Background: an optimization exercise with open tools, aiming at small area and a short achievable clock period. Do not read the settings as production practice. In this exercise RTL edits were held to simulation tests only and were not proved equivalent to the original. No activity file was given, so power comes from the tool's default toggle rates.

### flow/abc_speed.script
&get -n
&st
&dch
&nf
&put
### constraint.sdc
create_clock -name core_clock -period 5.0 [get_ports {CLK}]
set_input_delay 1.0000 -clock core_clock [delete_from_list [all_inputs] [get_ports {CLK}]]
set_output_delay 1.0000 -clock core_clock [all_outputs]
set_load 0.01 [all_outputs]
### config.mk
export PLATFORM = sky130hd
export DESIGN_NAME = gca_dlnv
export DESIGN_NICKNAME = gca_dlnv
export VERILOG_FILES = /design/flow/design.v
export SDC_FILE = /design/flow/constraint.sdc
export NUM_CORES = 4
export LEC_CHECK = 0
export CAP_MARGIN = 20
export CORE_MARGIN = 2
export CORE_UTILIZATION = 40
export CTS_BUF_LIST = sky130_fd_sc_hd__clkbuf_4 sky130_fd_sc_hd__clkbuf_8
export SETUP_SLACK_MARGIN = 1.8
export SLEW_MARGIN = 20
### design.v
module gca_dlnv(
    input [31:0]    coord0,
    input [31:0]    coord1,
    input           ld,
    input           step,
    input           CLK,
    output          FC,
    output [20:0]   ADDR
);
    wire [10:0] xs = coord0[10:0];
    wire [9:0]  ys = coord0[20:11];
    wire [10:0] x1 = coord1[10:0];
    wire [9:0]  y1 = coord1[20:11];
    reg  [10:0] x;
    reg  [9:0]  y;
    reg         sx, sy;      
    reg  [10:0] dx;          
    reg  [9:0]  dy;          
    reg         xmaj;        
    reg         xmaj_n;      
    reg         xmaj_m;      
    reg  [11:0] h;           
    reg         eqx, eqy;    
    wire [11:0] tx  = {1'b0, x1} + {1'b0, ~xs};
    wire [10:0] ty  = {1'b0, y1} + {1'b0, ~ys};
    wire [10:0] tx1 = x1 + ~xs + 11'd1;
    wire [9:0]  ty1 = y1 + ~ys + 10'd1;
    wire [10:0] adx = tx[11] ? tx1 : ~tx[10:0];
    wire [9:0]  ady = ty[10] ? ty1 : ~ty[9:0];
    wire        cmp = dx >= {1'b0, dy};
    wire gox = xmaj | h[11];         
    wire goy = xmaj_n | ~h[11];      
    wire [11:0] sa  = xmaj_m ? {2'b0, dy} : {3'b0, dy[9:1]};
    wire [11:0] sb  = xmaj_m ? ~{2'b0, dx[10:1]} : ~{1'b0, dx};
    wire        sci = xmaj_m ? ~dx[0] : dy[0];
    wire [11:0] h0  = sa + sb + {11'd0, sci};
    wire [11:0] pa = {2'b0, dy & {10{gox}}};
    wire [11:0] pb = ~{1'b0, dx & {11{goy}}};
    wire [11:0] cs = h ^ pa ^ pb;
    wire [11:0] cc = (h & pa) | (h & pb) | (pa & pb);
    wire [11:0] hs = cs + {cc[10:0], 1'b1};
    wire mx = step & ~ld & gox;
    wire my = step & ~ld & goy;
    wire [10:0] wx = x ^ {11{sx}};
    wire [9:0]  wy = y ^ {10{sy}};
    wire [10:0] fx;
    wire [9:0]  fy;
    assign fx[0] = 1'b1;
    assign fy[0] = 1'b1;
    genvar i;
    generate
        for (i = 1; i < 11; i = i + 1) begin : gfx
            assign fx[i] = &wx[i-1:0];
        end
        for (i = 1; i < 10; i = i + 1) begin : gfy
            assign fy[i] = &wy[i-1:0];
        end
    endgenerate
    wire [10:0] xn = ld ? xs : x ^ ({11{mx}} & fx);
    wire [9:0]  yn = ld ? ys : y ^ ({10{my}} & fy);
    assign ADDR = {y, x};
    assign FC = ~ld & (xmaj ? eqx : eqy);
    always @(posedge CLK) begin
        x <= xn;
        y <= yn;
        eqx <= xn == x1;
        eqy <= yn == y1;
        sx <= ~tx[11];
        sy <= ~ty[10];
        dx <= adx;
        dy <= ady;
        xmaj <= cmp;
        xmaj_n <= ~cmp;
        xmaj_m <= cmp;
        if (ld) begin
            h <= h0;
        end else if (step) begin
            h <= hs;
        end
    end
endmodule
### standard.sh
#!/bin/bash
# synth_recipe.tcl (not shown) runs the flow's synth.tcl, then flattens the netlist and writes it again
# the make line also repeats each setting of config.mk as NAME=value (left out here)
make -C /OpenROAD-flow-scripts/flow DESIGN_CONFIG=/design/flow/config.mk WORK_HOME=/design/flow/orfs CLKGATE_MAP_FILE= SYNTH_SCRIPT=/design/flow/synth_recipe.tcl "${@:-finish}"
### flow/run.sh
#!/bin/bash
# Own layout flow: the standard ORFS flow (standard.sh) with
#  - ORFS's full/half-adder extraction turned off, so ABC maps the adders
#  - a shorter ABC mapping script (structural choices, then delay mapping)
#  - plain buffers on the ports instead of the delay cells ORFS picks
set -euo pipefail
here=$(pwd)
rm -rf "$here/scripts_mod"
cp -r "$FLOW_HOME/scripts" "$here/scripts_mod"
cp "$here/flow/abc_speed.script" "$here/scripts_mod/abc_speed.script"
export SCRIPTS_DIR="$here/scripts_mod"
export ADDER_MAP_FILE=
export BUFFER_PORTS_ARGS="-buffer_cell sky130_fd_sc_hd__buf_1"
bash standard.sh > standard.log 2>&1
==> run summary, run 1 <==
### Die
• 120 µm — die extent in x
• 0.0132 mm² — area of the core
• 89 — number of placed I/O pins
• 40.8% — initial core utilization
• 42 — # rows
• 120 µm — chip height
• 0.0145 mm² — floorplan die area

### Setup path
• sky130_fd_sc_hd__edfxtp_1 — Slowest-stage cell, CP
• flip-flop to flip-flop — startpoint-to-endpoint class of the critical path
• compound AO/OA/AOI/OAI gates — family with the most delay on the worst path
• 5.07 ns — required time of the critical path
• 0.55 ns — Slowest Stage Delay on Critical Path
• sky130_fd_sc_hd__xnor2_1 — Worst path most repeated cell
• h[11] — Crit Reg-Reg Startpoint
• 3.14 ns — CP Data Arrival Time
• 8 — Worst Path Max Fanout
• h[11] — Worst setup startpoint
• flip-flop — startpoint class of the critical path
• 1 — CP bufs+invs
• flip-flop — kind of end point of the critical path
• buf_4 -> o21a_1 -> xnor2_1 -> xnor2_1 -> xor2_2 -> a31o_1 -> or2_0 -> a311oi_1 -> xnor2_1 -> o21ai_0 — series of cell instances along the critical path

### Synthesis
• 7.93 µm² — mean instance size in the synthesized netlist
• 60 — register bit count reported by yosys
• sky130_fd_sc_hd__dfxtp_1, sky130_fd_sc_hd__xnor2_1, sky130_fd_sc_hd__xor2_1 — leading cell types by total area after synthesis
• 12 — number of enable-type register cells in the synthesized netlist
• sky130_fd_sc_hd__xnor2_1 — count leader, synth
• 1 — count of yosys warnings during synthesis
• 749 — synthesized net count
• 682 — Synth Instances
• sky130_fd_sc_hd__xnor2_1, sky130_fd_sc_hd__o21ai_0, sky130_fd_sc_hd__xor2_1, sky130_fd_sc_hd__nand2_1, sky130_fd_sc_hd__nor2_1 — most common library cells after synthesis
• sky130_fd_sc_hd__dfxtp_1 — cell type with the highest aggregate area in the netlist
• 0.00541 mm² — Syn Std Cell Area
• sky130_fd_sc_hd__dfxtp_1 — most common flop cell mapped by yosys
• 0% — async set or reset register ratio after synthesis
• 24.4% — part of the Yosys area used for sequential elements
• 48 — count of unique library cells instantiated by Yosys
• 17.8% — area share of the largest cell type after synthesis

### STA
• 0 — final hold vios
• 0.932 ns — pin slew with the least headroom to its limit
• 3.07 ns — Tmin final
• 0 ns — final-layout setup total negative slack
• 61.4% — fraction of the cycle the final worst path needs
• 0 — number of endpoints failing setup at the final stage
• 0.0128 ns — clock skew
• 326 MHz — max frequency
• no — setup repair after global routing missed its margin
• 0 — Slew Viols, Final
• 37.8% — worst max-slew margin expressed relative to the limit

### Placed design
• 66 — number of input and output port buffers inserted
• 930 — number of cells after detailed placement
• 0.875 — weighted congestion reported at the end of routability-driven placement
• 0.00593 mm² — cell area after placement
• 10900 µm — post-detail-place hpwl

### Detailed routing
• 0 — remaining antenna violation count
• 5046 — total number of vias
• 5.31 — Via density
• 14.5 µm — Avg WL per Cell
• 13800 µm — aggregate routed wire length
• 0 — DRC violations left
• 5 — number of iterations in the first detailed-routing pass
• 212 — count of routing violations after the opening detailed-route iteration

### Pwr
• 2.30 nW — leakage power figure
• 717 mW/mm² — total power density per cell area
• 0.272 mV — Peak supply drop

### Clock network
• 3 — number of H-tree levels
• 9 — Num CTS Buffers
• 0.34 ns — clock latency on the worst-skew pair
• 0 — number of hold buffers added after cts
• sky130_fd_sc_hd__clkbuf_8 — root cell of the clock tree
• built — CTS tree
• 60 — number of sinks on the clock net
• 0.07 ns — Clock Pin Slew Worst Setup and Hold Paths
• 2 — deepest clock path buffer count

### Run
• 0 — maximum capacitance violations

### Worst hold path
• flip-flop to flip-flop — worst hold path class
• dx[10] — Min-Delay Startpoint

### Cells and area
• 0.00626 mm² — total non-filler cell area in the finished layout
• 0 — Antenna Cells
• 837 — Final #Nets
• 15.8% — layout overhead on the synthesized area
• 5.94% — proportion of layout cells with a drive suffix above 1
• 951 — post-route insts no fill

### Outcome
• timing/DRC/antenna clean — outcome

### GRT
• 0 — remaining global-route overflow
• 23300 µm — global-route wire length before repair
• 0 — antenna violations before repair
• 19.8% — gr usage total
• 28 — pin count of the biggest net entering global routing
• 5006 — number of global-route vias before repair

==> layer usage <==
layer / share of wire, % / vias to the layer above / GRT usage, %
met5: 0 / - / 0
met4: 2.0 / 0 / 6.18
met3: 4.0 / 23 / 2.97
met2: 47 / 112 / 34.8
met1: 47 / 2329 / 25.0
li1: - / 2582 / -
==> worst reg2reg max path, cell delays in order (launching register included) <==
cell and delay [ns]:
sky130_fd_sc_hd__edfxtp_1 0.55, sky130_fd_sc_hd__buf_4 0.22, sky130_fd_sc_hd__o21a_1 0.19, sky130_fd_sc_hd__xnor2_1 0.13, sky130_fd_sc_hd__xnor2_1 0.27, sky130_fd_sc_hd__xor2_2 0.18
sky130_fd_sc_hd__a31o_1 0.29, sky130_fd_sc_hd__or2_0 0.30, sky130_fd_sc_hd__a311oi_1 0.36, sky130_fd_sc_hd__xnor2_1 0.20, sky130_fd_sc_hd__o21ai_0 0.10
==> cell type report <==
class / instances / area, µm²
Clock buffer: 11 / 139
Clock inverter: 5 / 51.3
Fill cell: 1363 / 6980
Inverter: 29 / 109
Multi-Input combinational cell: 593 / 4090
Sequential cell: 60 / 1330
Tap cell: 176 / 220
Timing Repair Buffer: 77 / 330
==> through the flow <==
stage                     setup slack, ns  hold WS (ns)  total power (W)  util [%]
after floorplan                      1.83         0.483          0.00326         -
after global placement               1.30         0.590          0.00386      44.8
after detailed placement             1.30         0.592          0.00389      44.8
after CTS                            1.83         0.615          0.00439      46.6
after global routing                 1.80         0.624          0.00492      47.3
final                                1.93         0.607          0.00449      47.3
==> layout by cell type (no fill, tap or decap), drive strengths merged, types with 16 or more instances in the layout <==
cell    count
o21ai      64
xnor2      95
nor2b      16
clkinv     32
buf        77
a21oi      48
nor2       49
nand2      59
nand2b     29
mux2i      28
nand3      18
xor2       60
dfxtp      48
==> cells by family (layout without fill, tap and decap cells) <==
| group | Yosys count | after routing | synth area share, % |
|---|---|---|---|
| AOI/OAI and AO/OA | 172 | 172 | 19.2 |
| xor gates and xnor gates | 155 | 155 | 25.1 |
| adders and majority gates | 11 | 11 | 2.04 |
| buffers and inverters | 29 | 122 | 2.01 |
| DFF | 60 | 60 | 24.4 |
| muxes | 41 | 41 | 7.89 |
| and+or+nand+nor | 214 | 214 | 19.4 |
==> state kept, by name (all words and copies together) (netlist names) <==
signal  cells
eqy         1
sy          1
y          10
sx          1
xmaj_n      1
dy         10
eqx         1
h          12
xmaj_m      1
dx         11
x          11
==> power by group <==
| part | internal, W | switching [W] |
|---|---|---|
| clock | 0.000239 | 0.000204 |
| combinational | 0.00136 | 0.00182 |
| sequential | 0.000699 | 0.000172 |
| total | 0.00230 | 0.00219 |
==> worst paths after layout <==
kind	end	slack, ns	cells after the start
max	h[7]	1.93	10
min reg2reg	xmaj_m	0.61	2
min	xmaj_m	0.61	2
max reg2reg	h[7]	1.93	10
==> repair_timing <==
action	CTS	global route
endpoints found under the hold margin	0	0
setup buffers	5	0
pin swaps	0	3
gates resized for setup	4	22
setup endpoints to repair	12	11
==> inputs of run 2 (changes only) <==
--- a/flow/run.sh
+++ b/flow/run.sh
@@ -3,6 +3,7 @@
 #  - ORFS's full/half-adder extraction turned off, so ABC maps the adders
 #  - a shorter ABC mapping script (structural choices, then delay mapping)
 #  - plain buffers on the ports instead of the delay cells ORFS picks
+#  - a clock tree with larger sink clusters and no dummy loads
 set -euo pipefail
 here=$(pwd)
 rm -rf "$here/scripts_mod"
@@ -11,4 +12,5 @@
 export SCRIPTS_DIR="$here/scripts_mod"
 export ADDER_MAP_FILE=
 export BUFFER_PORTS_ARGS="-buffer_cell sky130_fd_sc_hd__buf_1"
+export CTS_ARGS="-sink_clustering_enable -repair_clock_nets -dont_use_dummy_load -sink_clustering_size ${CTS_SINKS:-20} -buf_list {sky130_fd_sc_hd__clkbuf_4 sky130_fd_sc_hd__clkbuf_8}"
 bash standard.sh > standard.log 2>&1
--- a/config.mk
+++ b/config.mk
@@ -8,6 +8,5 @@
 export CAP_MARGIN = 20
 export CORE_MARGIN = 2
 export CORE_UTILIZATION = 40
-export CTS_BUF_LIST = sky130_fd_sc_hd__clkbuf_4 sky130_fd_sc_hd__clkbuf_8
 export SETUP_SLACK_MARGIN = 1.8
 export SLEW_MARGIN = 20
==> run 2 against run 1 <==
  * Final cell count is 0.84% lower
  * Sequential power is 0.8% lower
  * Combinational power hardly changed
  * Clock skew is 0.0093 ns higher
  * Clock power is 25% lower
  * First-iteration DRC count is 7.5% lower
  * Area after synthesis stayed put
  * Sequential cell count stayed put
  * Non-clock buffer count is 1 lower
  * Utilization is 0.59 points lower
==> run summary, run 2 <==
### Detailed routing
• 13800 µm — aggregate routed wire length, -0.25%
• 5018 — total number of vias, -0.55%
• 14.6 µm — Avg WL per Cell, +0.59%
• 5 — number of iterations in the first detailed-routing pass, unchanged
• 5.32 — Via density, +0.29%
• 0 — remaining antenna violation count, unchanged
• 0 — DRC violations left, unchanged
• 196 — count of routing violations after the opening detailed-route iteration, -7.5%

### Cells and area
• 4.95% — proportion of layout cells with a drive suffix above 1, -0.98 points
• 1359 — number of fillers in the final layout, -0.29%
• 836 — Final #Nets, -0.12%
• sky130_fd_sc_hd__xnor2_1, sky130_fd_sc_hd__buf_1, sky130_fd_sc_hd__o21ai_0, sky130_fd_sc_hd__nand2_1, sky130_fd_sc_hd__xor2_1 — most frequent cells in the layout
• h x12, dx x11, x x11 — biggest registers after layout
• 14.4% — layout overhead on the synthesized area
• 943 — post-route insts no fill, -0.84%
• 12 — Largest register FFs, unchanged
• h — Reg with most FFs
• 0 — Antenna Cells, unchanged
• sky130_fd_sc_hd__xnor2_1 — most common cell after layout, fill and taps aside

### STA
• 0 — Slew Viols, Final, unchanged
• 3.09 ns — Tmin final, +0.0190 ns
• 0 — final hold vios, unchanged
• 1.91 ns — final critical-path setup slack, -0.0190 ns
• 0 — number of endpoints failing setup at the final stage, unchanged
• 38.1% — worst max-slew margin expressed relative to the limit, +0.28 points
• yes — setup repair after global routing missed its margin
• 61.8% — fraction of the cycle the final worst path needs, +0.38 points
• 324 MHz — max frequency, -0.62%
• 0.0221 ns — clock skew, +0.00929 ns
• 0.928 ns — pin slew with the least headroom to its limit, -0.00417 ns
• 0 ns — final-layout setup total negative slack, unchanged

### Placed design
• 1.30 ns — worst-case setup slack after placement, unchanged
• 0.875 — weighted congestion reported at the end of routability-driven placement, unchanged
• 10900 µm — post-detail-place hpwl, unchanged
• 930 — number of cells after detailed placement, unchanged
• 66 — number of input and output port buffers inserted, unchanged

### Clock network
• 0.06 ns — Clock Pin Slew Worst Setup and Hold Paths, about the same
• 3 — number of H-tree levels, unchanged
• 2 — deepest clock path buffer count, unchanged
• 9 — Num CTS Buffers, unchanged
• sky130_fd_sc_hd__clkbuf_8 — root cell of the clock tree
• 0.34 ns — clock latency on the worst-skew pair, about the same
• 60 — number of sinks on the clock net, unchanged
• built — CTS tree

### GRT
• 0 — antenna violations before repair, unchanged
• 28 — pin count of the biggest net entering global routing, unchanged
• 5008 — number of global-route vias before repair, +0.040%
• 23200 µm — global-route wire length before repair, -0.38%
• 19.8% — gr usage total, unchanged
• 0 — remaining global-route overflow, unchanged

### Worst hold path
• flip-flop to flip-flop — worst hold path class

### Setup path
• sky130_fd_sc_hd__xnor2_1 — Worst path most repeated cell
• flip-flop — startpoint class of the critical path
• buf_4 -> o21a_1 -> xnor2_1 -> xnor2_1 -> xor2_2 -> a31o_1 -> or2_0 -> a311oi_1 -> xnor2_1 -> o21ai_0 — series of cell instances along the critical path
• flip-flop to flip-flop — startpoint-to-endpoint class of the critical path
• flip-flop — kind of end point of the critical path
• 0.51 ns — Slowest Stage Delay on Critical Path, -0.04 ns
• 5.05 ns — required time of the critical path, -0.02 ns
• sky130_fd_sc_hd__edfxtp_1 — Slowest-stage cell, CP
• 3.14 ns — CP Data Arrival Time, about the same
• 10 — Worst Path Max Fanout, +2

### Synthesis
• 12 — number of enable-type register cells in the synthesized netlist, unchanged
• sky130_fd_sc_hd__xnor2_1 — count leader, synth
• sky130_fd_sc_hd__dfxtp_1, sky130_fd_sc_hd__xnor2_1, sky130_fd_sc_hd__xor2_1 — leading cell types by total area after synthesis
• 17.8% — area share of the largest cell type after synthesis, unchanged
• 24.4% — part of the Yosys area used for sequential elements, unchanged
• 60 — register bit count reported by yosys, unchanged
• sky130_fd_sc_hd__xnor2_1, sky130_fd_sc_hd__o21ai_0, sky130_fd_sc_hd__xor2_1, sky130_fd_sc_hd__nand2_1, sky130_fd_sc_hd__nor2_1 — most common library cells after synthesis
• 0.00541 mm² — Syn Std Cell Area, unchanged
• 1 — count of yosys warnings during synthesis, unchanged
• 48 — count of unique library cells instantiated by Yosys, unchanged
• 749 — synthesized net count, unchanged
• 7.93 µm² — mean instance size in the synthesized netlist, unchanged
• 0% — async set or reset register ratio after synthesis, unchanged
• sky130_fd_sc_hd__dfxtp_1 — cell type with the highest aggregate area in the netlist
• sky130_fd_sc_hd__dfxtp_1 — most common flop cell mapped by yosys
• 682 — Synth Instances, unchanged

### Die
• 42 — # rows, unchanged
• 0.0145 mm² — floorplan die area, unchanged
• 40.8% — initial core utilization, unchanged
• 0.0132 mm² — area of the core, unchanged
• 89 — number of placed I/O pins, unchanged
• 120 µm — chip height, unchanged
• 120 µm — die extent in x, unchanged

### Outcome
• timing/DRC/antenna clean — outcome

### Pwr
• 2.25 nW — leakage power figure, -2.1%
• 708 mW/mm² — total power density per cell area, -1.2%
• 0.285 mV — Peak supply drop, +4.6%

### Run
• 0 — maximum capacitance violations, unchanged

[run 2: cell types whose count changed in the layout (fill, tap and decap cells not counted), sizes merged]
cell / before / now
clkinv: 32 / 29
bufinv: 1 / 0
clkbuf: 11 / 9
buf: 77 / 76
inv: 1 / 0
[run 2: layout make-up]
type | instances | area (µm²) | share of cell area [%]
multi-input cells | 593 | 4090 | 66.0
inverters | 29 | 109 | 1.76
repair buffers | 76 | 323 | 5.22
clock buffers | 9 | 124 | 2.00
well taps | 176 | 220 | 3.56
flip-flops and latches | 60 | 1330 | 21.4
[run 2: cell families after synthesis]
kind of cell / share of synthesized area (%)
mux: 7.89
fa+ha+maj: 2.04
xor+xnor: 25.1
flops: 24.4
compound gates: 19.2
buf+inv: 2.01
simple gates: 19.4
[run 2: per-layer routing]
metal	track usage, %	part of all wire [%]	vias to the layer above	wire length, µm
met2	34.3	48	103	6570
met5	0	0	-	0
met4	6.61	2.0	0	273
met1	24.9	47	2321	6420
met3	3.35	3.8	22	529
li1	-	-	2572	-
[run 2: worst paths after layout]
check / to / slack [ns] / from / cells past startpoint
min reg2reg: xmaj_m / 0.61 / dx[10] / 2
max reg2reg: h[7] / 1.91 / h[11] / 10
min: xmaj_m / 0.61 / dx[10] / 2
max: h[7] / 1.91 / h[11] / 10
[run 2: critical path: cells and delay by family, from the launching register on]
| kind | cells | cell delay, ns |
|---|---|---|
| buf+inv | 1 | 0.23 |
| xor+xnor | 4 | 0.79 |
| simple gates | 1 | 0.30 |
| flops | 1 | 0.51 |
| compound gates | 4 | 0.97 |
[run 2: stage by stage]
step           cell area (µm²)  total power [W]  hold WS [ns]  util (%)
2_1_floorplan             5420          0.00326         0.483         -
3_3_place_gp              5930          0.00386         0.590      44.8
3_5_place_dp              5930          0.00389         0.592      44.8
4_1_cts                   6090          0.00428         0.618      46.0
5_1_grt                   6190          0.00481         0.631      46.7
6_report                  6190          0.00438         0.607      46.7
[run 2: power by group]
group          total, W  leakage (nW)  switching (W)  internal (W)
Clock          0.000333        0.0647       0.000173      0.000160
Sequential     0.000865         0.527       0.000165      0.000700
Combinational   0.00318          1.66        0.00183       0.00135
[run 2: what timing repair did]
action	4_1_cts	5_1_grt
setup buffers	4	0
hold buffers	0	0
endpoints found under the hold margin	0	0
gates resized for setup	4	16
setup endpoints to repair	12	10
pin swaps	0	4
==> inputs of run 3 (changes only) <==
--- a/config.mk
+++ b/config.mk
@@ -8,5 +8,5 @@
 export CAP_MARGIN = 20
 export CORE_MARGIN = 2
 export CORE_UTILIZATION = 40
-export SETUP_SLACK_MARGIN = 1.8
+export SETUP_SLACK_MARGIN = 2.2
 export SLEW_MARGIN = 20
==> run 3 against run 2 <==
  * Still clean
  * Routed wire length rose by 6.2%
  * Clock power rose by 3%
  * Global-route usage rose by 0.25 points
  * Synthesized cell count did not move
  * Combinational power rose by 24%
  * Via count rose by 2.6%
  * Clock skew fell by 0.0087 ns
  * Sequential share of layout area fell by 2.0 points
  * Register-to-register slack improved by 0.27 ns
  * Fmax rose by 6.6%
  * Total power rose by 17%
  * Critical path type is now input pin to flip-flop
==> run summary, run 3 <==
### Synthesis
• 60 — register bit count reported by yosys, unchanged
• sky130_fd_sc_hd__dfxtp_1 — cell type with the highest aggregate area in the netlist
• 12 — number of enable-type register cells in the synthesized netlist, unchanged
• 0.00541 mm² — Syn Std Cell Area, unchanged
• 7.93 µm² — mean instance size in the synthesized netlist, unchanged
• 1 — count of yosys warnings during synthesis, unchanged
• 17.8% — area share of the largest cell type after synthesis, unchanged
• sky130_fd_sc_hd__dfxtp_1 — most common flop cell mapped by yosys
• 0% — async set or reset register ratio after synthesis, unchanged
• sky130_fd_sc_hd__dfxtp_1, sky130_fd_sc_hd__xnor2_1, sky130_fd_sc_hd__xor2_1 — leading cell types by total area after synthesis
• 682 — Synth Instances, unchanged
• 48 — count of unique library cells instantiated by Yosys, unchanged
• sky130_fd_sc_hd__xnor2_1, sky130_fd_sc_hd__o21ai_0, sky130_fd_sc_hd__xor2_1, sky130_fd_sc_hd__nand2_1, sky130_fd_sc_hd__nor2_1 — most common library cells after synthesis
• 749 — synthesized net count, unchanged
• sky130_fd_sc_hd__xnor2_1 — count leader, synth
• 24.4% — part of the Yosys area used for sequential elements, unchanged

### Detailed routing
• 0 — DRC violations left, unchanged
• 5148 — total number of vias, +2.6%
• 0 — remaining antenna violation count, unchanged
• 5.34 — Via density, +0.36%
• 15.2 µm — Avg WL per Cell, +3.9%
• 4 — number of iterations in the first detailed-routing pass, -1
• 14600 µm — aggregate routed wire length, +6.2%
• 233 — count of routing violations after the opening detailed-route iteration, +19%

### Clock network
• 3 — number of H-tree levels, unchanged
• built — CTS tree
• 0 — number of hold buffers added after cts, unchanged
• sky130_fd_sc_hd__clkbuf_8 — root cell of the clock tree
• 0.06 ns — Clock Pin Slew Worst Setup and Hold Paths, about the same
• 60 — number of sinks on the clock net, unchanged
• 2 — deepest clock path buffer count, unchanged
• 0.35 ns — clock latency on the worst-skew pair, about the same
• 9 — Num CTS Buffers, unchanged

### STA
• 40.1% — worst max-slew margin expressed relative to the limit, +1.9 points
• 0.899 ns — pin slew with the least headroom to its limit, -0.0291 ns
• 0 — number of endpoints failing setup at the final stage, unchanged
• 57.9% — fraction of the cycle the final worst path needs, -3.8 points
• 0 — final hold vios, unchanged
• 0.0134 ns — clock skew, -0.00873 ns
• 0 — Slew Viols, Final, unchanged
• yes — setup repair after global routing missed its margin
• 345 MHz — max frequency, +6.6%
• 0.604 ns — final worst hold slack, -0.00240 ns
• 0 ns — final-layout setup total negative slack, unchanged
• 2.10 ns — final critical-path setup slack, +0.192 ns
• 2.90 ns — Tmin final, -0.192 ns

### Cells and area
• 0 — Antenna Cells, unchanged
• h — Reg with most FFs
• 26.1% — layout overhead on the synthesized area
• 857 — Final #Nets, +2.5%
• sky130_fd_sc_hd__xnor2_1 — most common cell after layout, fill and taps aside
• h x12, dx x11, x x11 — biggest registers after layout
• 964 — post-route insts no fill, +2.2%
• 12 — Largest register FFs, unchanged
• sky130_fd_sc_hd__xnor2_1, sky130_fd_sc_hd__buf_1, sky130_fd_sc_hd__nand2_1, sky130_fd_sc_hd__dfxtp_1 — most frequent cells in the layout
• 0.00682 mm² — total non-filler cell area in the finished layout, +10%
• 15.4% — proportion of layout cells with a drive suffix above 1, +10 points

### Placed design
• 0.874 — weighted congestion reported at the end of routability-driven placement, -0.15%
• 1.49 ns — worst-case setup slack after placement, +0.187 ns
• 66 — number of input and output port buffers inserted, unchanged
• 10800 µm — post-detail-place hpwl, -1.4%
• 927 — number of cells after detailed placement, -0.32%
• 0.00598 mm² — cell area after placement, +0.78%

### GRT
• 2.08% — routing usage on met3, -1.3 points
• 34.5% — met2 Usage GRT, +0.18 points
• 23400 µm — global-route wire length before repair, +0.50%
• 0 — antenna violations before repair, unchanged
• met2 — most crowded layer after global routing
• 26 — pin count of the biggest net entering global routing, -7.1%
• 0 — remaining global-route overflow, unchanged
• 25.6% — global-route met1 utilization, +0.70 points
• 4919 — number of global-route vias before repair, -1.8%
• 20.1% — gr usage total, +0.25 points

### Setup path
• input pin — startpoint class of the critical path
• flip-flop — kind of end point of the critical path
• input pin to flip-flop — startpoint-to-endpoint class of the critical path
• 3.15 ns — CP Data Arrival Time, about the same
• 5.26 ns — required time of the critical path, +0.21 ns
• 3 — Worst Path Max Fanout, -7

### Pwr
• 0.314 mV — Peak supply drop, +11%
• 2.50 nW — leakage power figure, +11%
• 753 mW/mm² — total power density per cell area, +6.3%

### Die
• 89 — number of placed I/O pins, unchanged
• 0.0132 mm² — area of the core, unchanged
• 42 — # rows, unchanged
• 0.0145 mm² — floorplan die area, unchanged
• 40.8% — initial core utilization, unchanged
• 120 µm — die extent in x, unchanged
• 120 µm — chip height, unchanged

### Outcome
• timing/DRC/antenna clean — outcome

### Worst hold path
• flip-flop to flip-flop — worst hold path class

### Run
• 0 — maximum capacitance violations, unchanged

## run 3: metrics by stage
stage          util [%]  total power [W]
6_report           51.5          0.00513
5_1_grt            51.5          0.00555
4_1_cts            48.3          0.00449
3_5_place_dp       45.1          0.00390
3_3_place_gp       45.1          0.00387
2_1_floorplan         -          0.00326
## run 3: final timing paths
check | from | end | slack [ns] | depth (start not counted)
worst min-delay path | y[2] | y[2] | 0.60 | 2
worst max-delay path | ld | eqx | 2.10 | 11
worst max register to register | h[11] | h[7] | 2.18 | 12
worst min register to register | y[2] | y[2] | 0.60 | 2
## run 3: routing by layer
layer  wire, µm  part of all wire, %  vias up
li1           -                    -     2617
met1       6730                   46     2402
met2       7150                   49      107
met3        452                  3.1       22
met4        316                  2.2        0
met5          0                    0        -
## run 3: power by group
group | switching (W) | internal [W] | total (W)
combinational | 0.00216 | 0.00178 | 0.00394
clock | 0.000184 | 0.000160 | 0.000344
sequential | 0.000149 | 0.000699 | 0.000848
total | 0.00249 | 0.00264 | 0.00513
## run 3: cell families (layout without fill, tap and decap cells)
logic type,Yosys count,in the layout,share of synthesized area (%)
adders and majority gates,11,11,2.04
xor gates and xnor gates,155,155,25.1
AOI/OAI and AO/OA,172,175,19.2
buffers and inverters,29,132,2.01
and+or+nand+nor,214,214,19.4
DFF,60,60,24.4
muxes,41,41,7.89
## run 3: worst max-delay path: stages
cell	delay [ns]
sky130_fd_sc_hd__buf_1	0.09
sky130_fd_sc_hd__buf_6	0.14
sky130_fd_sc_hd__nor2b_4	0.13
sky130_fd_sc_hd__o21ai_2	0.08
sky130_fd_sc_hd__or4_4	0.49
sky130_fd_sc_hd__xnor2_1	0.15
sky130_fd_sc_hd__mux2_4	0.27
sky130_fd_sc_hd__xor2_1	0.15
sky130_fd_sc_hd__nor4_2	0.29
sky130_fd_sc_hd__nand4_1	0.17
sky130_fd_sc_hd__nor4_1	0.19
## run 3: what timing repair did
item	CTS	global route
pin swaps	5	24
gates resized for setup	38	70
gates cloned	2	1
buffers inserted	8	17
setup endpoints to repair	34	30
hold endpoints to repair	0	0
## run 3: final cells by class
class,instances,area (µm²)
fillers,1282,6430
multi-input cells,596,4530
flip-flops and latches,60,1330
repair buffers,94,507
well taps,176,220
clock buffers,9,124
inverters,29,109
==> inputs of run 4 (changes only) <==
--- a/config.mk
+++ b/config.mk
@@ -8,5 +8,5 @@
 export CAP_MARGIN = 20
 export CORE_MARGIN = 2
 export CORE_UTILIZATION = 40
-export SETUP_SLACK_MARGIN = 2.2
+export SETUP_SLACK_MARGIN = 2.4
 export SLEW_MARGIN = 20
==> run 4 against run 3 <==
  * Combinational power rose by 18%
  * Via count rose by 5.5%
  * Critical path depth did not move
  * Hold slack improved by 0.018 ns
  * Cell area rose by 12%
  * Synthesized cell count did not move
  * Non-clock buffer count rose by 39
  * Sequential power rose by 2.6%
  * Setup slack improved by 0.065 ns
  * Total power rose by 14%
  * Critical path type is now flip-flop to flip-flop
  * Highest routed layer unchanged
==> run summary, run 4 <==
### GRT
• 0 — remaining global-route overflow, unchanged
• 26 — pin count of the biggest net entering global routing, unchanged
• 5327 — number of global-route vias before repair, +8.3%
• 0 — antenna violations before repair, unchanged
• 22.0% — gr usage total, +2.0 points
• 25600 µm — global-route wire length before repair, +9.7%

### Synthesis
• sky130_fd_sc_hd__dfxtp_1 — most common flop cell mapped by yosys
• 682 — Synth Instances, unchanged
• 0.00541 mm² — Syn Std Cell Area, unchanged
• 60 — register bit count reported by yosys, unchanged
• 12 — number of enable-type register cells in the synthesized netlist, unchanged
• 0% — async set or reset register ratio after synthesis, unchanged
• 17.8% — area share of the largest cell type after synthesis, unchanged
• 24.4% — part of the Yosys area used for sequential elements, unchanged
• sky130_fd_sc_hd__dfxtp_1 — cell type with the highest aggregate area in the netlist
• 48 — count of unique library cells instantiated by Yosys, unchanged
• sky130_fd_sc_hd__xnor2_1, sky130_fd_sc_hd__o21ai_0, sky130_fd_sc_hd__xor2_1, sky130_fd_sc_hd__nand2_1, sky130_fd_sc_hd__nor2_1 — most common library cells after synthesis
• sky130_fd_sc_hd__dfxtp_1, sky130_fd_sc_hd__xnor2_1, sky130_fd_sc_hd__xor2_1 — leading cell types by total area after synthesis
• 749 — synthesized net count, unchanged
• 1 — count of yosys warnings during synthesis, unchanged
• 7.93 µm² — mean instance size in the synthesized netlist, unchanged
• sky130_fd_sc_hd__xnor2_1 — count leader, synth

### Detailed routing
• 16200 µm — aggregate routed wire length, +11%
• 276 — count of routing violations after the opening detailed-route iteration, +18%
• 5.42 — Via density, +1.5%
• 5 — number of iterations in the first detailed-routing pass, +1
• 0 — remaining antenna violation count, unchanged
• 5431 — total number of vias, +5.5%
• 0 — DRC violations left, unchanged
• 16.2 µm — Avg WL per Cell, +6.5%

### Die
• 120 µm — chip height, unchanged
• 40.8% — initial core utilization, unchanged
• 42 — # rows, unchanged
• 0.0145 mm² — floorplan die area, unchanged
• 0.0132 mm² — area of the core, unchanged
• 120 µm — die extent in x, unchanged
• 89 — number of placed I/O pins, unchanged

### STA
• 0 — Slew Viols, Final, unchanged
• 0.956 ns — pin slew with the least headroom to its limit, +0.0569 ns
• 2.83 ns — Tmin final, -0.0652 ns
• 0 — number of endpoints failing setup at the final stage, unchanged
• 36.3% — worst max-slew margin expressed relative to the limit, -3.8 points
• 0 ns — final-layout setup total negative slack, unchanged
• 2.17 ns — final critical-path setup slack, +0.0652 ns
• 0 — final hold vios, unchanged
• 353 MHz — max frequency, +2.3%
• 56.6% — fraction of the cycle the final worst path needs, -1.3 points
• yes — setup repair after global routing missed its margin
• 0.0228 ns — clock skew, +0.00944 ns

### Pwr
• 2.87 nW — leakage power figure, +15%
• 0.407 mV — Peak supply drop, +29%
• 771 mW/mm² — total power density per cell area, +2.4%

### Clock network
• 0.06 ns — Clock Pin Slew Worst Setup and Hold Paths, about the same
• 60 — number of sinks on the clock net, unchanged
• 9 — Num CTS Buffers, unchanged
• built — CTS tree
• 3 — number of H-tree levels, unchanged
• 0 — number of hold buffers added after cts, unchanged
• 2 — deepest clock path buffer count, unchanged
• sky130_fd_sc_hd__clkbuf_8 — root cell of the clock tree
• 0.35 ns — clock latency on the worst-skew pair, about the same

### Setup path
• 2 — CP bufs+invs, unchanged
• 2.92 ns — CP Data Arrival Time, -0.23 ns
• buf_6 -> buf_6 -> o21a_1 -> xnor2_2 -> xnor2_2 -> xor2_2 -> a31o_1 -> or2_4 -> a311oi_2 -> xnor2_1 -> o21ai_1 — series of cell instances along the critical path
• 7 — Worst Path Max Fanout, +4
• 0.44 ns — Slowest Stage Delay on Critical Path, -0.05 ns
• flip-flop — startpoint class of the critical path
• sky130_fd_sc_hd__edfxtp_1 — Slowest-stage cell, CP
• compound AO/OA/AOI/OAI gates — family with the most delay on the worst path
• flip-flop — kind of end point of the critical path
• 5.09 ns — required time of the critical path, -0.17 ns
• flip-flop to flip-flop — startpoint-to-endpoint class of the critical path

### Cells and area
• sky130_fd_sc_hd__xnor2_1, sky130_fd_sc_hd__buf_4, sky130_fd_sc_hd__nand2_1, sky130_fd_sc_hd__dfxtp_1, sky130_fd_sc_hd__buf_1 — most frequent cells in the layout
• 40.9% — layout overhead on the synthesized area
• 12 — Largest register FFs, unchanged
• 1002 — post-route insts no fill, +3.9%
• sky130_fd_sc_hd__xnor2_1 — most common cell after layout, fill and taps aside
• h x12, dx x11, x x11 — biggest registers after layout
• 895 — Final #Nets, +4.4%
• 1187 — number of fillers in the final layout, -7.4%
• 0.00133 mm² — area used by sequential logic in the layout, +0.28%
• 0.00495 mm² — area of the multi-input gates, +9.2%
• 28.7% — proportion of layout cells with a drive suffix above 1, +13 points
• h — Reg with most FFs
• 0 — Antenna Cells, unchanged

### Placed design
• 66 — number of input and output port buffers inserted, unchanged
• 0.890 — weighted congestion reported at the end of routability-driven placement, +1.8%
• 11000 µm — post-detail-place hpwl, +1.5%
• 926 — number of cells after detailed placement, -0.11%
• 1.30 ns — worst-case setup slack after placement, -0.189 ns

### Worst hold path
• flip-flop to flip-flop — worst hold path class

### Outcome
• timing/DRC/antenna clean — outcome

### Run
• 0 — maximum capacitance violations, unchanged

## run 4: through the flow
step	power, W	util (%)	area [µm²]	hold slack, ns
floorplan	0.00328	-	5630	0.482
global placement	0.00391	46.1	6110	0.592
detailed placement	0.00392	46.1	6110	0.606
CTS	0.00519	52.5	6950	0.621
global route	0.00626	57.5	7620	0.643
finish	0.00587	57.5	7620	0.623
## run 4: metal layers
metal  vias up  track usage [%]  wire, µm
li1       2694                -         -
met4         0             7.70       352
met5         -                0         0
met2       123             37.8      8030
met1      2575             28.1      7300
met3        39             3.35       519
## run 4: layout make-up
cell class	count	area share (%)
Tap cell	176	2.89
Inverter	29	1.46
Timing Repair Buffer	133	11.6
Clock buffer	9	1.63
Sequential cell	60	17.5
Multi-Input combinational cell	595	64.9
## run 4: logic make-up after synthesis
family                     synth area share [%]
muxes                                      7.89
and+or+nand+nor                            19.4
buffers and inverters                      2.01
xor gates and xnor gates                   25.1
adders and majority gates                  2.04
AOI/OAI and AO/OA                          19.2
DFF                                        24.4
## run 4: worst register-to-register path: stages, from the launching register on
cell and delay, ns:
sky130_fd_sc_hd__edfxtp_1 0.44, sky130_fd_sc_hd__buf_6 0.18, sky130_fd_sc_hd__buf_6 0.12, sky130_fd_sc_hd__o21a_1 0.19, sky130_fd_sc_hd__xnor2_2 0.15, sky130_fd_sc_hd__xnor2_2 0.16
sky130_fd_sc_hd__xor2_2 0.19, sky130_fd_sc_hd__a31o_1 0.30, sky130_fd_sc_hd__or2_4 0.28, sky130_fd_sc_hd__a311oi_2 0.29, sky130_fd_sc_hd__xnor2_1 0.20, sky130_fd_sc_hd__o21ai_1 0.08
## run 4: what timing repair did
action                                  4_1_cts  5_1_grt
endpoints found under the setup margin       35       34
buffers inserted                             41       24
pin swaps                                    51       42
gates resized for setup                      99      113
gates cloned                                  2        0
## run 4: worst paths after layout
path | slack [ns] | cells after the start | from | endpoint
min | 0.62 | 2 | y[2] | y[2]
max | 2.17 | 11 | h[11] | h[7]
max reg2reg | 2.17 | 11 | h[11] | h[7]
min reg2reg | 0.62 | 2 | y[2] | y[2]
## run 4: report_power, final
part	total, W	internal (W)	switching, W	leakage, nW
Sequential	0.000870	0.000700	0.000169	0.528
Combinational	0.00466	0.00221	0.00245	2.28
Clock	0.000338	0.000160	0.000178	0.0647
Total	0.00587	0.00307	0.00280	2.87
==> inputs of run 5 (changes only) <==
==> flow/abc_speed.script (replaced) <==
&get -n
&st
&syn2
&dch
&nf
&put
--- a/config.mk
+++ b/config.mk
@@ -8,5 +8,5 @@
 export CAP_MARGIN = 20
 export CORE_MARGIN = 2
 export CORE_UTILIZATION = 40
-export SETUP_SLACK_MARGIN = 2.4
+export SETUP_SLACK_MARGIN = 2.0
 export SLEW_MARGIN = 20
==> run 5 against run 4 <==
  * Combinational power is 37% lower
  * Fmax is 4.5% lower
  * Sequential share of layout area is 2.6 points higher
  * Routed wire length is 9.3% lower
  * Clock power is 4% higher
  * Die area is 5.3% higher
  * Largest power group unchanged
  * Highest routed layer unchanged
==> run summary, run 5 <==
### Outcome
• timing/DRC/antenna clean — outcome

### Clock network
• 0.06 ns — Clock Pin Slew Worst Setup and Hold Paths, about the same
• 0.36 ns — clock latency on the worst-skew pair, about the same
• built — CTS tree
• 60 — number of sinks on the clock net, unchanged
• 3 — number of H-tree levels, unchanged
• 9 — Num CTS Buffers, unchanged
• 0 — number of hold buffers added after cts, unchanged
• 2 — deepest clock path buffer count, unchanged
• sky130_fd_sc_hd__clkbuf_8 — root cell of the clock tree

### Run
• 0 — maximum capacitance violations, unchanged

### GRT
• 5111 — number of global-route vias before repair, -4.1%
• 0 — antenna violations before repair, unchanged
• 63 — pin count of the biggest net entering global routing, +140%
• 20.2% — gr usage total, -1.8 points
• 0 — remaining global-route overflow, unchanged
• 24300 µm — global-route wire length before repair, -5.1%

### Cells and area
• sky130_fd_sc_hd__nand2_1 — most common cell after layout, fill and taps aside
• sky130_fd_sc_hd__nand2_1, sky130_fd_sc_hd__xnor2_1, sky130_fd_sc_hd__buf_1, sky130_fd_sc_hd__nor2_1, sky130_fd_sc_hd__o21ai_0 — most frequent cells in the layout
• 1454 — number of fillers in the final layout, +22%
• h x12, dx x11, x x11 — biggest registers after layout
• h — Reg with most FFs
• 915 — Final #Nets, +2.2%
• 12 — Largest register FFs, unchanged
• 0.00133 mm² — area used by sequential logic in the layout, about the same
• 16.1% — layout overhead on the synthesized area
• 0.00447 mm² — area of the multi-input gates, -9.7%
• 0 — Antenna Cells, unchanged
• 6.74% — proportion of layout cells with a drive suffix above 1, -22 points

### Setup path
• h[11] — Crit Reg-Reg Startpoint
• 10 — logic depth of the worst register-to-register path, -1
• flip-flop — startpoint class of the critical path
• flip-flop — kind of end point of the critical path
• h[11] — Worst setup startpoint
• h[10] — capturing instance or port of the critical path
• 0.42 ns — Slowest Stage Delay on Critical Path, -0.02 ns
• buf_12 -> buf_4 -> o21a_1 -> o31ai_2 -> o211ai_1 -> a2111oi_2 -> nand4_1 -> a21oi_2 -> nor3_1 -> o32a_1 — series of cell instances along the critical path
• sky130_fd_sc_hd__a2111oi_2 — Slowest-stage cell, CP
• 13 — Worst Path Max Fanout, +6
• h[10] — Crit Reg-Reg Endpoint
• 3.07 ns — CP Data Arrival Time, +0.15 ns
• flip-flop to flip-flop — startpoint-to-endpoint class of the critical path
• 5.10 ns — required time of the critical path, about the same
• 2.04 ns — flop2flop setup slack, -0.13 ns

### STA
• 0.0119 ns — clock skew, -0.0109 ns
• yes — setup repair after global routing missed its margin
• 27.7% — worst max-slew margin expressed relative to the limit, -8.6 points
• 59.3% — fraction of the cycle the final worst path needs, +2.7 points
• 0 — number of endpoints failing setup at the final stage, unchanged
• 337 MHz — max frequency, -4.5%
• 0 ns — final-layout setup total negative slack, unchanged
• 0 — Slew Viols, Final, unchanged
• 0 — final hold vios, unchanged
• 0.623 ns — final worst hold slack, +0.000295 ns
• 2.96 ns — Tmin final, +0.134 ns
• 1.09 ns — pin slew with the least headroom to its limit, +0.129 ns

### Detailed routing
• 0 — remaining antenna violation count, unchanged
• 268 — count of routing violations after the opening detailed-route iteration, -2.9%
• 0 — DRC violations left, unchanged
• 14.3 µm — Avg WL per Cell, -11%
• 5514 — total number of vias, +1.5%
• 5 — number of iterations in the first detailed-routing pass, unchanged
• 5.37 — Via density, -0.85%
• 14700 µm — aggregate routed wire length, -9.3%

### Pwr
• 2.42 nW — leakage power figure, -16%
• 0.249 mV — Peak supply drop, -39%
• 632 mW/mm² — total power density per cell area, -18%
• 0.00418 W — Total Power Consumption, -29%

### Synthesis
• 16.8% — area share of the largest cell type after synthesis, -0.93 points
• sky130_fd_sc_hd__dfxtp_1 — most common flop cell mapped by yosys
• 0.00571 mm² — Syn Std Cell Area, +5.5%
• 60 — register bit count reported by yosys, unchanged
• sky130_fd_sc_hd__nand2_1 — count leader, synth
• 58 — count of unique library cells instantiated by Yosys, +21%
• 0% — async set or reset register ratio after synthesis, unchanged
• sky130_fd_sc_hd__dfxtp_1 — cell type with the highest aggregate area in the netlist
• 12 — number of enable-type register cells in the synthesized netlist, unchanged
• 23.2% — part of the Yosys area used for sequential elements, -1.3 points
• 822 — synthesized net count, +9.7%
• 7.56 µm² — mean instance size in the synthesized netlist, -4.7%
• sky130_fd_sc_hd__nand2_1, sky130_fd_sc_hd__xnor2_1, sky130_fd_sc_hd__nor2_1, sky130_fd_sc_hd__o21ai_0, sky130_fd_sc_hd__xor2_1 — most common library cells after synthesis
• 755 — Synth Instances, +11%
• 1 — count of yosys warnings during synthesis, unchanged
• sky130_fd_sc_hd__dfxtp_1, sky130_fd_sc_hd__xnor2_1, sky130_fd_sc_hd__xor2_1 — leading cell types by total area after synthesis

### Die
• 123 µm — die extent in x, +2.6%
• 43 — # rows, +2.4%
• 0.0152 mm² — floorplan die area, +5.3%
• 89 — number of placed I/O pins, unchanged
• 0.0139 mm² — area of the core, +4.8%
• 41.1% — initial core utilization, +0.27 points
• 123 µm — chip height, +2.6%

### Placed design
• 0.872 — weighted congestion reported at the end of routability-driven placement, -1.9%
• 66 — number of input and output port buffers inserted, unchanged
• 11200 µm — post-detail-place hpwl, +1.7%

### Worst hold path
• flip-flop to flip-flop — worst hold path class

## run 5: changes by cell type after synthesis, sizes merged, moves of 7 or more
cell    change
nor2b      +10
mux2       -11
a211oi      -7
xnor2      -23
nand2      +34
mux2i       -9
a31oi       +8
and3        +8
o31ai       +7
nor2       +13
nor3        +8
## run 5: cell families (layout without fill, tap and decap cells)
| group | after synthesis | in the layout | share of synthesized area, % |
|---|---|---|---|
| AOI/OAI and AO/OA | 210 | 210 | 23.3 |
| buffers and inverters | 23 | 114 | 1.51 |
| DFF | 60 | 60 | 23.2 |
| muxes | 21 | 21 | 3.73 |
| and+or+nand+nor | 302 | 302 | 26.2 |
| xor gates and xnor gates | 128 | 128 | 20.2 |
| adders and majority gates | 11 | 11 | 1.93 |
## run 5: area by class of cell
class / instances / share of cell area (%)
Sequential cell: 60 / 20.1
Clock buffer: 9 / 1.87
Inverter: 23 / 1.32
Timing Repair Buffer: 82 / 5.88
Multi-Input combinational cell: 672 / 67.5
Tap cell: 180 / 3.40
## run 5: how the worst min path moves through the flow
stage	to	slack, ns	startpoint	cells after the start
final	x[9]	0.62	x[9]	2
after global routing	x[9]	0.68	x[9]	2
after detailed placement	y[9]	0.63	y[9]	2
after floorplan	y[9]	0.64	y[9]	2
after global placement	y[9]	0.63	y[9]	2
after CTS	y[9]	0.65	y[9]	2
## run 5: worst max-delay path: cells and delay by family (launching register included)
family          cells  cell delay [ns]
flops               1             0.41
buf+inv             2             0.35
compound gates      6             1.62
simple gates        2             0.32
## run 5: timing repair
item | 4_1_cts | 5_1_grt
resized for setup | 19 | 22
pin swaps | 3 | 9
buffers inserted | 4 | 10
hold endpoints to repair | 0 | 0
setup endpoints to repair | 14 | 13
## run 5: stage by stage
| stage | util [%] | std cells | setup WS (ns) | area (µm²) |
|---|---|---|---|---|
| floorplan | - | 755 | 2.06 | 5720 |
| detailed placement | 44.7 | 1003 | 1.31 | 6210 |
| CTS | 46.5 | 1016 | 1.93 | 6460 |
| global route | 47.7 | 1026 | 1.83 | 6620 |
| finish | 47.7 | 1026 | 2.04 | 6620 |
| global placement | 44.7 | 1003 | 1.36 | 6210 |
## run 5: layer usage
metal  track usage (%)  routed length, µm  vias to the layer above
met2              32.4               6580                       92
met1              27.5               7290                     2510
met4              8.10                333                        0
met3              2.68                496                       19
li1                  -                  -                     2893
met5                 0                  0                        -
## run 5: where the power goes
part           switching, W  total, W  leakage [nW]  internal, W
Sequential         0.000218  0.000906         0.526     0.000688
Combinational       0.00163   0.00293          1.82      0.00129
Clock              0.000191  0.000352        0.0647     0.000160
Total               0.00204   0.00418          2.42      0.00214
==> inputs of run 6 (changes only) <==
==> flow/abc_speed.script (replaced) <==
&get -n
&st
&dch
&nf
&put
==> run 6 against run 5 <==
  * Clock-buffer cell count unchanged
  * Highest routed layer unchanged
  * Area after synthesis down 5.2%
  * Sequential cell count did not move
  * Hold slack got worse by 0.0080 ns
  * Sequential power decreased by 6.4%
  * Critical endpoint is now h[7]
  * Clock power down 3%
  * Non-clock buffer count unchanged
  * Critical path type unchanged
  * Register-to-register slack improved by 0.03 ns
  * Sequential share of layout area up 0.56 points
  * Utilization is 0.85 points higher
  * Clock skew grew 0.0017 ns
==> run summary, run 6 <==
### Clock network
• 0.35 ns — clock latency on the worst-skew pair, about the same
• 60 — number of sinks on the clock net, unchanged
• built — CTS tree
• 2 — deepest clock path buffer count, unchanged
• 9 — Num CTS Buffers, unchanged
• 0 — number of hold buffers added after cts, unchanged
• 0.07 ns — Clock Pin Slew Worst Setup and Hold Paths, about the same
• sky130_fd_sc_hd__clkbuf_8 — root cell of the clock tree
• 3 — number of H-tree levels, unchanged

### Cells and area
• 12 — Largest register FFs, unchanged
• 950 — post-route insts no fill, -7.4%
• h x12, dx x11, x x11 — biggest registers after layout
• 8.66% — proportion of layout cells with a drive suffix above 1, +1.9 points
• 0.00133 mm² — area used by sequential logic in the layout, -0.19%
• 843 — Final #Nets, -7.9%
• 0.00426 mm² — area of the multi-input gates, -4.6%
• h — Reg with most FFs
• 0.00643 mm² — total non-filler cell area in the finished layout, -2.9%
• 1354 — number of fillers in the final layout, -6.9%
• 48.6% — final design utilization, +0.85 points
• sky130_fd_sc_hd__xnor2_1 — most common cell after layout, fill and taps aside
• sky130_fd_sc_hd__xnor2_1, sky130_fd_sc_hd__buf_1, sky130_fd_sc_hd__nand2_1, sky130_fd_sc_hd__o21ai_0, sky130_fd_sc_hd__xor2_1 — most frequent cells in the layout
• 18.9% — layout overhead on the synthesized area
• 0 — Antenna Cells, unchanged

### Placed design
• 0.00594 mm² — cell area after placement, -4.4%
• 928 — number of cells after detailed placement, -7.5%
• 10900 µm — post-detail-place hpwl, -2.3%
• 66 — number of input and output port buffers inserted, unchanged
• 1.23 ns — worst-case setup slack after placement, -0.0830 ns
• 0.870 — weighted congestion reported at the end of routability-driven placement, -0.26%

### STA
• 36.5% — worst max-slew margin expressed relative to the limit, +8.8 points
• 0 ns — final-layout setup total negative slack, unchanged
• 0 — number of endpoints failing setup at the final stage, unchanged
• 2.06 ns — final critical-path setup slack, +0.0253 ns
• 58.8% — fraction of the cycle the final worst path needs, -0.51 points
• 0 — Slew Viols, Final, unchanged
• yes — setup repair after global routing missed its margin
• 0.953 ns — pin slew with the least headroom to its limit, -0.132 ns
• 0.0136 ns — clock skew, +0.00169 ns
• 340 MHz — max frequency, +0.86%
• 0 — final hold vios, unchanged
• 2.94 ns — Tmin final, -0.0253 ns

### GRT
• 25.7% — global-route met1 utilization, -1.8 points
• 5135 — number of global-route vias before repair, +0.47%
• met2 — most crowded layer after global routing
• 0 — remaining global-route overflow, unchanged
• 26 — pin count of the biggest net entering global routing, -59%
• 1.89% — routing usage on met3, -0.79 points
• 0 — antenna violations before repair, unchanged
• 20.1% — gr usage total, -0.19 points
• 35.1% — met2 Usage GRT, +2.7 points
• 23700 µm — global-route wire length before repair, -2.5%

### Die
• 0.0132 mm² — area of the core, -4.6%
• 89 — number of placed I/O pins, unchanged
• 120 µm — chip height, -2.6%
• 42 — # rows, -2.3%
• 120 µm — die extent in x, -2.6%
• 0.0145 mm² — floorplan die area, -5.1%
• 40.8% — initial core utilization, -0.27 points

### Setup path
• sky130_fd_sc_hd__xnor2_1 — Worst path most repeated cell
• 10 — Worst Path Max Fanout, -3
• sky130_fd_sc_hd__edfxtp_1 — Slowest-stage cell, CP
• flip-flop — kind of end point of the critical path
• 2 — CP bufs+invs, unchanged
• flip-flop — startpoint class of the critical path
• 5.08 ns — required time of the critical path, -0.02 ns
• flip-flop to flip-flop — startpoint-to-endpoint class of the critical path
• h[11] — Worst setup startpoint
• buf_12 -> buf_4 -> o21a_1 -> xnor2_1 -> xnor2_1 -> xor2_2 -> a31o_1 -> or2_1 -> a311oi_2 -> xnor2_1 -> o21ai_0 — series of cell instances along the critical path
• 3.02 ns — CP Data Arrival Time, -0.05 ns
• 0.45 ns — Slowest Stage Delay on Critical Path, +0.03 ns
• h[11] — Crit Reg-Reg Startpoint
• compound AO/OA/AOI/OAI gates — family with the most delay on the worst path

### Detailed routing
• 214 — count of routing violations after the opening detailed-route iteration, -20%
• 5.40 — Via density, +0.42%
• 0 — remaining antenna violation count, unchanged
• 0 — DRC violations left, unchanged
• 4 — number of iterations in the first detailed-routing pass, -1
• 5127 — total number of vias, -7.0%
• 14000 µm — aggregate routed wire length, -4.8%
• 14.7 µm — Avg WL per Cell, +2.8%

### Synthesis
• 60 — register bit count reported by yosys, unchanged
• sky130_fd_sc_hd__dfxtp_1 — cell type with the highest aggregate area in the netlist
• 682 — Synth Instances, -9.7%
• 0.00541 mm² — Syn Std Cell Area, -5.2%
• 7.93 µm² — mean instance size in the synthesized netlist, +4.9%
• 12 — number of enable-type register cells in the synthesized netlist, unchanged
• sky130_fd_sc_hd__dfxtp_1, sky130_fd_sc_hd__xnor2_1, sky130_fd_sc_hd__xor2_1 — leading cell types by total area after synthesis
• 1 — count of yosys warnings during synthesis, unchanged
• sky130_fd_sc_hd__xnor2_1, sky130_fd_sc_hd__o21ai_0, sky130_fd_sc_hd__xor2_1, sky130_fd_sc_hd__nand2_1, sky130_fd_sc_hd__nor2_1 — most common library cells after synthesis
• sky130_fd_sc_hd__dfxtp_1 — most common flop cell mapped by yosys
• 0% — async set or reset register ratio after synthesis, unchanged
• 24.4% — part of the Yosys area used for sequential elements, +1.3 points
• 48 — count of unique library cells instantiated by Yosys, -17%
• 749 — synthesized net count, -8.9%
• sky130_fd_sc_hd__xnor2_1 — count leader, synth
• 17.8% — area share of the largest cell type after synthesis, +0.93 points

### Pwr
• 74.2% — portion of total power attributed to combinational logic, +4.3 points
• 49.3% — share of total power consumed by net switching, +0.49 points
• 7.4% — clock network power share, -1.0 points
• 0.00227 W — Net Sw Power, +11%
• 716 mW/mm² — total power density per cell area, +13%
• 0.344 mV — Peak supply drop, +38%
• 0.00233 W — internal portion of total power, +9.0%
• 18.4% — sequential group share of total power, -3.3 points
• 2.34 nW — leakage power figure, -3.0%

### Worst hold path
• dx[10] — Min-Delay Startpoint
• flip-flop to flip-flop — worst hold path class

### Outcome
• timing/DRC/antenna clean — outcome

### Run
• 0 — maximum capacitance violations, unchanged

run 6: changes by cell type after synthesis, sizes merged, moves of 9 or more:
cell	delta
mux2i	+9
mux2	+11
xnor2	+23
nor2b	-10
nand2	-34
nor2	-13
run 6: timing repair:
item | 4_1_cts | 5_1_grt
cloned | 1 | 0
endpoints found under the setup margin | 17 | 27
gates resized for setup | 15 | 42
pin swaps | 4 | 9
hold endpoints to repair | 0 | 0
buffers inserted | 5 | 7
run 6: worst min-delay path: stages, from the launching register on:
cell and delay [ns]:
sky130_fd_sc_hd__dfxtp_1 0.39, sky130_fd_sc_hd__a21oi_1 0.08, sky130_fd_sc_hd__o21ai_0 0.11
run 6: area by class of cell:
class | count | share of cell area [%]
clock buffer | 9 | 1.93
inverter | 29 | 1.69
multi-input combinational | 594 | 66.2
sequential | 60 | 20.6
tap | 176 | 3.42
timing repair buffer | 82 | 6.09
run 6: path summary, 6_finish.rpt:
| path | slack (ns) | depth (start not counted) | endpoint |
|---|---|---|---|
| worst max register to register | 2.06 | 11 | h[7] |
| worst max-delay path | 2.06 | 11 | h[7] |
| worst min register to register | 0.61 | 2 | xmaj_m |
| worst min-delay path | 0.61 | 2 | xmaj_m |
run 6: through the flow:
step,hold WS [ns],total power [W]
global placement,0.586,0.00387
detailed placement,0.603,0.00389
finish,0.615,0.00460
floorplan,0.483,0.00326
global route,0.645,0.00501
CTS,0.624,0.00431
run 6: cells by family after synthesis:
group	share of synthesized area (%)
simple gates	19.4
compound gates	19.2
xor+xnor	25.1
flops	24.4
mux	7.89
buf+inv	2.01
fa+ha+maj	2.04
run 6: metal layers:
layer | part of all wire (%) | wire [µm]
met4 | 2.0 | 274
met2 | 49 | 6870
met3 | 3.2 | 452
met5 | 0 | 0
met1 | 46 | 6400
run 6: power by group through the flow:
stage / Combinational [W] / Sequential (W) / Clock (W)
2_1_floorplan: 0.00240 / 0.000856 / 0
3_3_place_gp: 0.00301 / 0.000857 / 0
3_5_place_dp: 0.00302 / 0.000863 / 0
4_1_cts: 0.00311 / 0.000843 / 0.000349
5_1_grt: 0.00377 / 0.000868 / 0.000367
6_report: 0.00341 / 0.000848 / 0.000342
==> inputs of run 7 (changes only) <==
==> flow/abc_speed.script (replaced) <==
&get -n
&st
&dch
&nf
&put
buffer -c
topo
stime -c
upsize -c
dnsize -c
==> run 7 against run 6 <==
  * Still clean
  * Utilization down 2.0 points
  * First-iteration DRC count decreased by 7.9%
  * Sequential cell count unchanged
  * Cell area fell by 0.29%
  * Setup slack better by 0.017 ns
  * Critical path depth down 1
  * Global-route usage fell by 0.21 points
  * Fmax is 0.57% higher
  * Final cell count decreased by 0.32%
==> run summary, run 7 <==
### Setup path
• h[7] — Crit Reg-Reg Endpoint
• 5.23 ns — required time of the critical path, +0.15 ns
• 2.12 ns — flop2flop setup slack, +0.06 ns
• h[11] — Crit Reg-Reg Startpoint
• 2 — CP bufs+invs, unchanged
• 11 — Worst Path Max Fanout, +1
• 3.15 ns — CP Data Arrival Time, +0.13 ns
• buf_1 -> xor2_1 -> o21ai_0 -> a21oi_1 -> o21ai_1 -> a41oi_4 -> buf_4 -> nand2b_1 -> o221ai_1 -> xnor2_1 — series of cell instances along the critical path
• flip-flop — kind of end point of the critical path
• 0.46 ns — Slowest Stage Delay on Critical Path, about the same
• 11 — logic depth of the worst register-to-register path, unchanged
• input pin — startpoint class of the critical path
• sky130_fd_sc_hd__xor2_1 — Slowest-stage cell, CP
• compound AO/OA/AOI/OAI gates — family with the most delay on the worst path
• input pin to flip-flop — startpoint-to-endpoint class of the critical path

### GRT
• 0 — remaining global-route overflow, unchanged
• 19.8% — gr usage total, -0.21 points
• 23800 µm — global-route wire length before repair, +0.40%
• 4921 — number of global-route vias before repair, -4.2%
• 40 — pin count of the biggest net entering global routing, +54%
• 0 — antenna violations before repair, unchanged

### Worst hold path
• 2 — number of instances on the worst hold path, unchanged
• xmaj_m — hold worst-path end
• flip-flop to flip-flop — worst hold path class
• dx[10] — Min-Delay Startpoint

### Die
• 122 µm — die extent in x, +1.8%
• 0.0138 mm² — area of the core, +4.0%
• 89 — number of placed I/O pins, unchanged
• 0.0150 mm² — floorplan die area, +3.7%
• 40.8% — initial core utilization, -0.065 points
• 43 — # rows, +2.4%
• 122 µm — chip height, +1.8%

### Run
• 0 — maximum capacitance violations, unchanged

### Clock network
• 0 — number of hold buffers added after cts, unchanged
• 0.07 ns — Clock Pin Slew Worst Setup and Hold Paths, about the same
• 9 — Num CTS Buffers, unchanged
• 2 — deepest clock path buffer count, unchanged
• 0.35 ns — clock latency on the worst-skew pair, about the same
• sky130_fd_sc_hd__clkbuf_8 — root cell of the clock tree
• 60 — number of sinks on the clock net, unchanged
• 3 — number of H-tree levels, unchanged
• built — CTS tree

### STA
• 0 ns — final-layout setup total negative slack, unchanged
• 0.0159 ns — clock skew, +0.00232 ns
• 2.92 ns — Tmin final, -0.0166 ns
• 59.2% — worst max-slew margin expressed relative to the limit, +23 points
• 2.08 ns — final critical-path setup slack, +0.0166 ns
• yes — setup repair after global routing missed its margin
• 58.4% — fraction of the cycle the final worst path needs, -0.33 points
• 0 — number of endpoints failing setup at the final stage, unchanged
• 0.607 ns — pin slew with the least headroom to its limit, -0.346 ns
• 0 — final hold vios, unchanged
• 342 MHz — max frequency, +0.57%
• 0 — Slew Viols, Final, unchanged

### Cells and area
• 11.5% — proportion of layout cells with a drive suffix above 1, +2.8 points
• h x12, dx x11, x x11 — biggest registers after layout
• 14.2% — layout overhead on the synthesized area
• 0 — Antenna Cells, unchanged
• 46.6% — final design utilization, -2.0 points
• 836 — Final #Nets, -0.83%
• h — Reg with most FFs
• sky130_fd_sc_hd__xnor2_1, sky130_fd_sc_hd__buf_1, sky130_fd_sc_hd__nand2_1, sky130_fd_sc_hd__xor2_1, sky130_fd_sc_hd__nor2_1 — most frequent cells in the layout
• 12 — Largest register FFs, unchanged
• sky130_fd_sc_hd__xnor2_1 — most common cell after layout, fill and taps aside

### Synthesis
• 66 — count of unique library cells instantiated by Yosys, +38%
• sky130_fd_sc_hd__xnor2_1, sky130_fd_sc_hd__xor2_1, sky130_fd_sc_hd__nand2_1, sky130_fd_sc_hd__nor2_1 — most common library cells after synthesis
• 12 — number of enable-type register cells in the synthesized netlist, unchanged
• 60 — register bit count reported by yosys, unchanged
• sky130_fd_sc_hd__dfxtp_1, sky130_fd_sc_hd__xnor2_1, sky130_fd_sc_hd__xor2_1 — leading cell types by total area after synthesis
• sky130_fd_sc_hd__xnor2_1 — count leader, synth
• 0% — async set or reset register ratio after synthesis, unchanged
• 699 — Synth Instances, +2.5%
• 1 — count of yosys warnings during synthesis, unchanged
• 23.5% — part of the Yosys area used for sequential elements, -0.90 points
• sky130_fd_sc_hd__dfxtp_1 — cell type with the highest aggregate area in the netlist
• 0.00562 mm² — Syn Std Cell Area, +3.8%
• sky130_fd_sc_hd__dfxtp_1 — most common flop cell mapped by yosys
• 766 — synthesized net count, +2.3%
• 17.1% — area share of the largest cell type after synthesis, -0.66 points
• 8.03 µm² — mean instance size in the synthesized netlist, +1.3%

### Outcome
• timing/DRC/antenna clean — outcome

### Pwr
• 0.288 mV — Peak supply drop, -16%
• 2.45 nW — leakage power figure, +4.5%
• 733 mW/mm² — total power density per cell area, +2.3%

### Detailed routing
• 197 — count of routing violations after the opening detailed-route iteration, -7.9%
• 5094 — total number of vias, -0.64%
• 5.38 — Via density, -0.33%
• 5 — number of iterations in the first detailed-routing pass, +1
• 15.3 µm — Avg WL per Cell, +3.8%
• 14500 µm — aggregate routed wire length, +3.5%
• 0 — remaining antenna violation count, unchanged
• 0 — DRC violations left, unchanged

### Placed design
• 11300 µm — post-detail-place hpwl, +3.6%
• 66 — number of input and output port buffers inserted, unchanged
• 1.28 ns — worst-case setup slack after placement, +0.0486 ns
• 0.881 — weighted congestion reported at the end of routability-driven placement, +1.3%

run 7: cell types whose count changed after synthesis, sizes merged:
cell,delta
nor2b,-2
inv,+29
buf,+14
clkbuf,+3
and2b,+2
clkinv,-29
run 7: how the worst max path moves through the flow:
stage / startpoint / endpoint / slack, ns / cells after the start
3_5_place_dp: coord1[4] / dx[9] / 1.28 / 10
5_1_grt: coord1[4] / dx[9] / 1.98 / 10
4_1_cts: coord1[2] / dx[9] / 1.96 / 9
6_report: coord0[8] / dx[9] / 2.08 / 10
2_1_floorplan: ld / eqx / 2.03 / 10
3_3_place_gp: coord1[2] / dx[9] / 1.38 / 9
run 7: cell type report:
class	instances	area [µm²]
Clock buffer	9	124
Fill cell	1418	7360
Inverter	29	111
Multi-Input combinational cell	593	4270
Sequential cell	60	1330
Tap cell	180	225
Timing Repair Buffer	76	355
run 7: what timing repair did:
| action | CTS | global route |
|---|---|---|
| pin swaps | 4 | 2 |
| endpoints found under the setup margin | 18 | 21 |
| resized for setup | 11 | 22 |
| setup buffers | 5 | 2 |
run 7: layer usage:
| layer | wire (µm) | vias to the layer above | track usage, % |
|---|---|---|---|
| met5 | 0 | - | 0 |
| li1 | - | 2567 | - |
| met1 | 6780 | 2376 | 25.5 |
| met2 | 6910 | 128 | 34.9 |
| met4 | 295 | 0 | 4.81 |
| met3 | 498 | 23 | 2.79 |
run 7: logic make-up (layout without fill, tap and decap cells):
| logic type | Yosys count | after routing | synth area share, % |
|---|---|---|---|
| xor gates and xnor gates | 155 | 155 | 25.1 |
| and+or+nand+nor | 214 | 214 | 18.9 |
| buffers and inverters | 46 | 114 | 3.90 |
| DFF | 60 | 60 | 23.5 |
| adders and majority gates | 11 | 11 | 1.98 |
| AOI/OAI and AO/OA | 172 | 172 | 19.0 |
| muxes | 41 | 41 | 7.60 |
run 7: stage by stage:
| stage | hold slack [ns] | cells | total power, W | instance area (µm²) |
|---|---|---|---|---|
| 6_report | 0.547 | 947 | 0.00470 | 6410 |
| 2_1_floorplan | 0.464 | 699 | 0.00352 | 5620 |
| 4_1_cts | 0.546 | 945 | 0.00453 | 6230 |
| 3_5_place_dp | 0.517 | 931 | 0.00412 | 6000 |
| 5_1_grt | 0.619 | 947 | 0.00510 | 6410 |
| 3_3_place_gp | 0.516 | 931 | 0.00406 | 6000 |
run 7: worst register-to-register path, delay by kind of cell (launching register included):
| family | cells | cell delay, ns |
|---|---|---|
| AOI/OAI and AO/OA | 4 | 0.88 |
| and+or+nand+nor | 1 | 0.28 |
| buffers and inverters | 2 | 0.32 |
| xor gates and xnor gates | 4 | 0.74 |
| DFF | 1 | 0.41 |
run 7: power by group:
| part | total [W] | internal (W) | switching, W |
|---|---|---|---|
| Clock | 0.000341 | 0.000160 | 0.000181 |
| Combinational | 0.00349 | 0.00154 | 0.00195 |
| Sequential | 0.000869 | 0.000699 | 0.000169 |
| Total | 0.00470 | 0.00240 | 0.00230 |

[separate check: timing with driven ports]
The flow's constraints put no driver on any port. The routed layouts listed below were extracted and timed again, unchanged, in two steps. Step 1: set_driving_cell puts a clkbuf_16 on CLK and a buf_2 on each other input, an assumption about the parent block. Step 2 adds t to the input delays and takes it off the output delays; t is the mean of the earliest and latest rising clock arrival at the registers after step 1. Input paths then give back, and output paths get back, about the clock's delay inside the block. a / b / c = ideal ports / drivers / drivers and shift; a / b = the first two.
| run | t (ns) | setup WS [ns] | pins driven straight from the clock port |
|---|---|---|---|
| run 1 | 0.369 | 1.931 / 1.931 / 1.617 | 1 |
| run 2 | 0.360 | 1.912 / 1.912 / 1.631 | 1 |
| run 3 | 0.380 | 2.105 / 2.119 / 1.739 | 1 |
| run 4 | 0.367 | 2.170 / 2.170 / 1.908 | 1 |
| run 5 | 0.387 | 2.036 / 2.036 / 1.785 | 1 |
| run 6 | 0.377 | 2.061 / 2.061 / 1.776 | 1 |
| run 7 | 0.372 | 2.078 / 2.084 / 1.712 | 1 |
After both steps every run listed still meets setup and hold.
